This is an optimization exercise on Yosys and OpenROAD, whose aim is small area, not a production implementation.
Function was checked by simulation only, so behaviour that the tests miss may differ from the original.
Power figures rest on the tool's default switching activity, not on a simulated workload.

==> flow/design.v (excerpt) <==
module Calculator2_0(clk, rst, col, btn, btnres, fil, Sseg, anodos);
==> flow/config.mk <==
export PLATFORM = sky130hd
export DESIGN_NAME = Calculator2_0
export DESIGN_NICKNAME = Calculator2_0
export VERILOG_FILES = /design/flow/design.v
export SDC_FILE = /design/flow/constraint.sdc
export NUM_CORES = 4
export LEC_CHECK = 0
export ABC_AREA = 1
export CAP_MARGIN = 20
export CORE_MARGIN = 2
export CORE_UTILIZATION = 40
export SLEW_MARGIN = 20
==> flow/constraint.sdc <==
create_clock -name core_clock -period 110.0 [get_ports {clk}]
set_input_delay 22.0000 -clock core_clock [delete_from_list [all_inputs] [get_ports {clk}]]
set_output_delay 22.0000 -clock core_clock [all_outputs]
set_load 0.01 [all_outputs]
standard.sh (not shown) runs the stock make flow with config.mk's settings and CLKGATE_MAP_FILE= SYNTH_SCRIPT=/design/flow/synth_recipe.tcl, a recipe that flattens the netlist after the stock synthesis.
==> flow/flow/run.sh <==
#!/bin/bash
# Standard ORFS layout (the standard.sh) with these changes:
#  - synthesis: no adder extraction (ADDER_MAP_FILE empty), no Kogge-Stone carry map
#    (SYNTH_OPERATIONS_ARGS), and abc's area script replaced by flow/abc_area.script
#    (deepsyn, then area-only standard-cell mapping); the registers, their names and
#    cell types are those of the standard synthesis;
#  - the port buffers are sky130_fd_sc_hd__buf_1;
#  - clock tree from sky130_fd_sc_hd__clkbuf_8 only, without dummy loads.
# SCRIPTS_DIR points to a folder of links to ORFS's scripts, with abc_area.script replaced.
set -euo pipefail
HERE=$(pwd)
S=$HERE/scripts
rm -rf "$S"; mkdir -p "$S"
for f in "$FLOW_HOME"/scripts/*; do ln -s "$f" "$S/"; done
rm "$S/abc_area.script"; cp "$HERE/flow/abc_area.script" "$S/abc_area.script"
CTS="-sink_clustering_enable -repair_clock_nets -dont_use_dummy_load -buf_list {sky130_fd_sc_hd__clkbuf_4 sky130_fd_sc_hd__clkbuf_8 sky130_fd_sc_hd__clkbuf_16}"
BP="-buffer_cell sky130_fd_sc_hd__buf_1"
export SCRIPTS_DIR="$S" ADDER_MAP_FILE= ABC_AREA=1 SYNTH_OPERATIONS_ARGS=-noshare BUFFER_PORTS_ARGS="$BP" CTS_ARGS="$CTS"
bash standard.sh "SCRIPTS_DIR=$S" ADDER_MAP_FILE= ABC_AREA=1 SYNTH_OPERATIONS_ARGS=-noshare \
  "BUFFER_PORTS_ARGS=$BP" "CTS_ARGS=$CTS" finish > standard_flow.log 2>&1
==> flow/flow/abc_area.script <==
strash
&get -n
&deepsyn -T 120
&put
dch
amap
topo
Change:
--- a/flow/flow/run.sh
+++ b/flow/flow/run.sh
@@ -15,3 +15,3 @@
 rm "$S/abc_area.script"; cp "$HERE/flow/abc_area.script" "$S/abc_area.script"
-CTS="-sink_clustering_enable -repair_clock_nets -dont_use_dummy_load -buf_list {sky130_fd_sc_hd__clkbuf_4 sky130_fd_sc_hd__clkbuf_8 sky130_fd_sc_hd__clkbuf_16}"
+CTS="-sink_clustering_enable -repair_clock_nets -dont_use_dummy_load -buf_list sky130_fd_sc_hd__clkbuf_8"
 BP="-buffer_cell sky130_fd_sc_hd__buf_1"
- CAP_MARGIN: 20 -> 0
- GPL_TIMING_DRIVEN: not set -> 0
- SLEW_MARGIN: 20 -> 0
Result: Global-route usage went down by 1.3 points; wire length went down by 5.6%; non-clock buffer count went down by 4; synthesized cell count stays the same; cell count went down by 0.41%; worst setup slack gets worse by 0.85 ns; design area went down by 2.2%; utilization went down by 1.0 points; die area does not change; power went down by 12%.
Change:
- CAP_MARGIN: 0 -> 20
- CORE_UTILIZATION: 40 -> 65
- GPL_TIMING_DRIVEN: 0 -> not set
- SLEW_MARGIN: 0 -> 20
Wire length went up by about 1.1%.
Cell count went down by about 7%.
Final area went down by about 1%.
Synthesized cell count does not change.
Fmax went up by 3.2%.
Clock power hardly moves.
Critical path depth went up by 12.
Register-to-register slack improves by 0.11 ns.
Worst hold slack degrades by 0.027 ns.
Change:
--- a/flow/flow/run.sh
+++ b/flow/flow/run.sh
@@ -4,3 +4,3 @@
 #    (SYNTH_OPERATIONS_ARGS), and abc's area script replaced by flow/abc_area.script
-#    (deepsyn, then area-only standard-cell mapping); the registers, their names and
+#    (twice: deepsyn, then area-only standard-cell mapping); the registers, their names and
 #    cell types are those of the standard synthesis;
==> flow/flow/abc_area.script (replaced) <==
strash
&get -n
&deepsyn -T 120
&put
dch
amap
strash
&get -n
&deepsyn -T 120
&put
dch
amap
topo
- CAP_MARGIN: 20 -> 0
- CORE_UTILIZATION: 65 -> 40
- GPL_TIMING_DRIVEN: not set -> 0
- SLEW_MARGIN: 20 -> 0
What happened: Die area came out higher by 59%; area after synthesis is about the same; sequential cell count does not change; maximum frequency went down by 1.4%; worst setup slack got worse by 0.36 ns; power hardly moves.
Change:
--- a/flow/flow/run.sh
+++ b/flow/flow/run.sh
@@ -4,3 +4,3 @@
 #    (SYNTH_OPERATIONS_ARGS), and abc's area script replaced by flow/abc_area.script
-#    (twice: deepsyn, then area-only standard-cell mapping); the registers, their names and
+#    (deepsyn, then area-only standard-cell mapping); the registers, their names and
 #    cell types are those of the standard synthesis;
@@ -15,3 +15,3 @@
 rm "$S/abc_area.script"; cp "$HERE/flow/abc_area.script" "$S/abc_area.script"
-CTS="-sink_clustering_enable -repair_clock_nets -dont_use_dummy_load -buf_list sky130_fd_sc_hd__clkbuf_8"
+CTS="-sink_clustering_enable -repair_clock_nets -dont_use_dummy_load -buf_list \"sky130_fd_sc_hd__clkbuf_4 sky130_fd_sc_hd__clkbuf_8 sky130_fd_sc_hd__clkbuf_16\""
 BP="-buffer_cell sky130_fd_sc_hd__buf_1"
==> flow/flow/abc_area.script (replaced) <==
strash
&get -n
&deepsyn -T 120
&put
dch
amap
topo
- CAP_MARGIN: 0 -> 20
- GPL_TIMING_DRIVEN: 0 -> not set
- SLEW_MARGIN: 0 -> 20
=> The new run did not get past clock tree synthesis. Synthesized cell count went down by about 0.8%. Synthesized area is about the same.

---

Calculator2_0 again, from the RTL that the note above started with.
==> flow/design.v (excerpt) <==
module Calculator2_0(clk, rst, col, btn, btnres, fil, Sseg, anodos);
	input clk;
	input rst;
	input [3:0] col;
	input btn;
	input btnres;
	output [3:0] fil;
	output [6:0] Sseg;
	output [7:0] anodos;
	reg [5:0] c50;       
	reg [2:0] m5;        
	reg [2:0] cb;        
	reg [1:0] r;         
	reg       fs;        
	wire tick = (c50 == 6'd49);
	wire rtick = (c50 == 6'd24) && (m5 == 3'd0) && cb[0];
	always @(posedge clk) begin
		if (rst) begin
			c50 <= 6'd25;
			m5 <= 3'd7;
			cb <= 3'd0;
			r <= 2'b10;
			fs <= 1'b0;
		end else begin
			c50 <= tick ? 6'd0 : c50 + 6'd1;
			if (tick) begin
				m5 <= (m5 == 3'd4) ? 3'd0 : (m5 == 3'd7) ? 3'd1 : m5 + 3'd1;
				cb <= cb + 3'd1;
			end
			if (rtick) begin
				r <= {r[0], !r[1]};
				fs <= 1'b1;
			end
		end
	end
	assign fil = {fs && r == 2'b00, fs && r == 2'b01, fs && r == 2'b11, fs && r == 2'b10};
	assign anodos = (m5 == 3'd7) ? 8'hFF : ~(8'd1 << cb);
	reg [3:0] tecla_q;
	reg [3:0] tecla;
	always @(*) begin
		tecla = tecla_q;
		if (col == 4'b1000 || col == 4'b0100 || col == 4'b0010 || col == 4'b0001) begin
			if (!fs) tecla = 4'd15;
			else case ({r, col})
				6'b00_1000: tecla = 4'd15;
				6'b00_0100: tecla = 4'd0;
				6'b00_0010: tecla = 4'd14;
				6'b00_0001: tecla = 4'd13;
				6'b01_1000: tecla = 4'd1;
				6'b01_0100: tecla = 4'd2;
				6'b01_0010: tecla = 4'd3;
				6'b01_0001: tecla = 4'd10;
				6'b11_1000: tecla = 4'd4;
				6'b11_0100: tecla = 4'd5;
  ...
export LEC_CHECK = 0
export ABC_AREA = 1
export CAP_MARGIN = 20
export CORE_MARGIN = 2
export CORE_UTILIZATION = 40
export SLEW_MARGIN = 20
create_clock -name core_clock -period 110.0 [get_ports {clk}]
==> flow/flow/run.sh <==
#!/bin/bash
# Standard ORFS layout (the standard.sh) with these changes:
#  - synthesis: no adder extraction (ADDER_MAP_FILE empty), no Kogge-Stone carry map
#    (SYNTH_OPERATIONS_ARGS), and abc's area script replaced by flow/abc_area.script
#    (deepsyn, then area-only standard-cell mapping); the registers, their names and
#    cell types are those of the standard synthesis;
#  - the port buffers are sky130_fd_sc_hd__buf_1;
#  - clock tree from sky130_fd_sc_hd__clkbuf_8 only, without dummy loads.
# SCRIPTS_DIR points to a folder of links to ORFS's scripts, with abc_area.script replaced.
set -euo pipefail
HERE=$(pwd)
S=$HERE/scripts
rm -rf "$S"; mkdir -p "$S"
for f in "$FLOW_HOME"/scripts/*; do ln -s "$f" "$S/"; done
rm "$S/abc_area.script"; cp "$HERE/flow/abc_area.script" "$S/abc_area.script"
CTS="-sink_clustering_enable -repair_clock_nets -dont_use_dummy_load -buf_list sky130_fd_sc_hd__clkbuf_16"
BP="-buffer_cell sky130_fd_sc_hd__buf_1"
export SCRIPTS_DIR="$S" ADDER_MAP_FILE= ABC_AREA=1 SYNTH_OPERATIONS_ARGS=-noshare BUFFER_PORTS_ARGS="$BP" CTS_ARGS="$CTS"
bash standard.sh "SCRIPTS_DIR=$S" ADDER_MAP_FILE= ABC_AREA=1 SYNTH_OPERATIONS_ARGS=-noshare \
  "BUFFER_PORTS_ARGS=$BP" "CTS_ARGS=$CTS" finish > standard_flow.log 2>&1
==> flow/flow/abc_area.script <==
strash
&get -n
&deepsyn -T 120
&put
dch
amap
topo
Edit:
--- a/flow/flow/run.sh
+++ b/flow/flow/run.sh
@@ -15,3 +15,3 @@
 rm "$S/abc_area.script"; cp "$HERE/flow/abc_area.script" "$S/abc_area.script"
-CTS="-sink_clustering_enable -repair_clock_nets -dont_use_dummy_load -buf_list sky130_fd_sc_hd__clkbuf_16"
+CTS="-sink_clustering_enable -repair_clock_nets -dont_use_dummy_load -buf_list sky130_fd_sc_hd__clkbuf_8"
 BP="-buffer_cell sky130_fd_sc_hd__buf_1"
Combinational power is about the same.
Die area does not change.
Power decreases by 11%.
Sequential power is about the same.
Via count stays flat.
Synthesized area is unchanged.
Wire length stays flat.
Register-to-register slack is about the same.
Final area decreases by 1.7%.
Core utilization decreases by 0.77 points.

-- re-timing with driven ports --
The results above use ideal ports. As a check the final layouts listed here were re-extracted and re-timed, cells and wires unchanged. Step 1 (the two cells are an assumption about what drives the block):
set clk [get_ports {clk}]
set_driving_cell -lib_cell sky130_fd_sc_hd__clkbuf_16 $clk
set_driving_cell -lib_cell sky130_fd_sc_hd__buf_2 [delete_from_list [all_inputs] $clk]
Step 2 times the ports against the registers' clock, not the clock port: input delays grow and output delays shrink by t, the midpoint of the rising clock arrivals with the driver on. Slacks: no drivers / after step 1 / after step 2; pairs: no drivers / after step 1.
run | shift t [ns] | setup WS [ns] | worst setup path after step 2 | pins driven straight from the clock port
the first run of note 1 | 0.386 | 85.641 / 85.602 / 85.284 | input to register | 1
the second run of note 1 | 0.412 | 84.789 / 84.809 / 84.397 | input to register | 1
the third run of note 1 | 0.389 | 85.576 / 85.574 / 85.196 | input to register | 1
the fourth run of note 1 | 0.406 | 85.220 / 85.233 / 84.827 | input to register | 1
the first run of note 2 | 0.386 | 85.641 / 85.602 / 85.284 | input to register | 1
the second run of note 2 | 0.415 | 85.593 / 85.557 / 85.297 | input to register | 1
After both steps setup and hold are still met in every run listed. For the fourth run of note 1, which loses most, drivers alone change the setup slack by +0.013 ns; drivers and shift together by -0.393 ns.
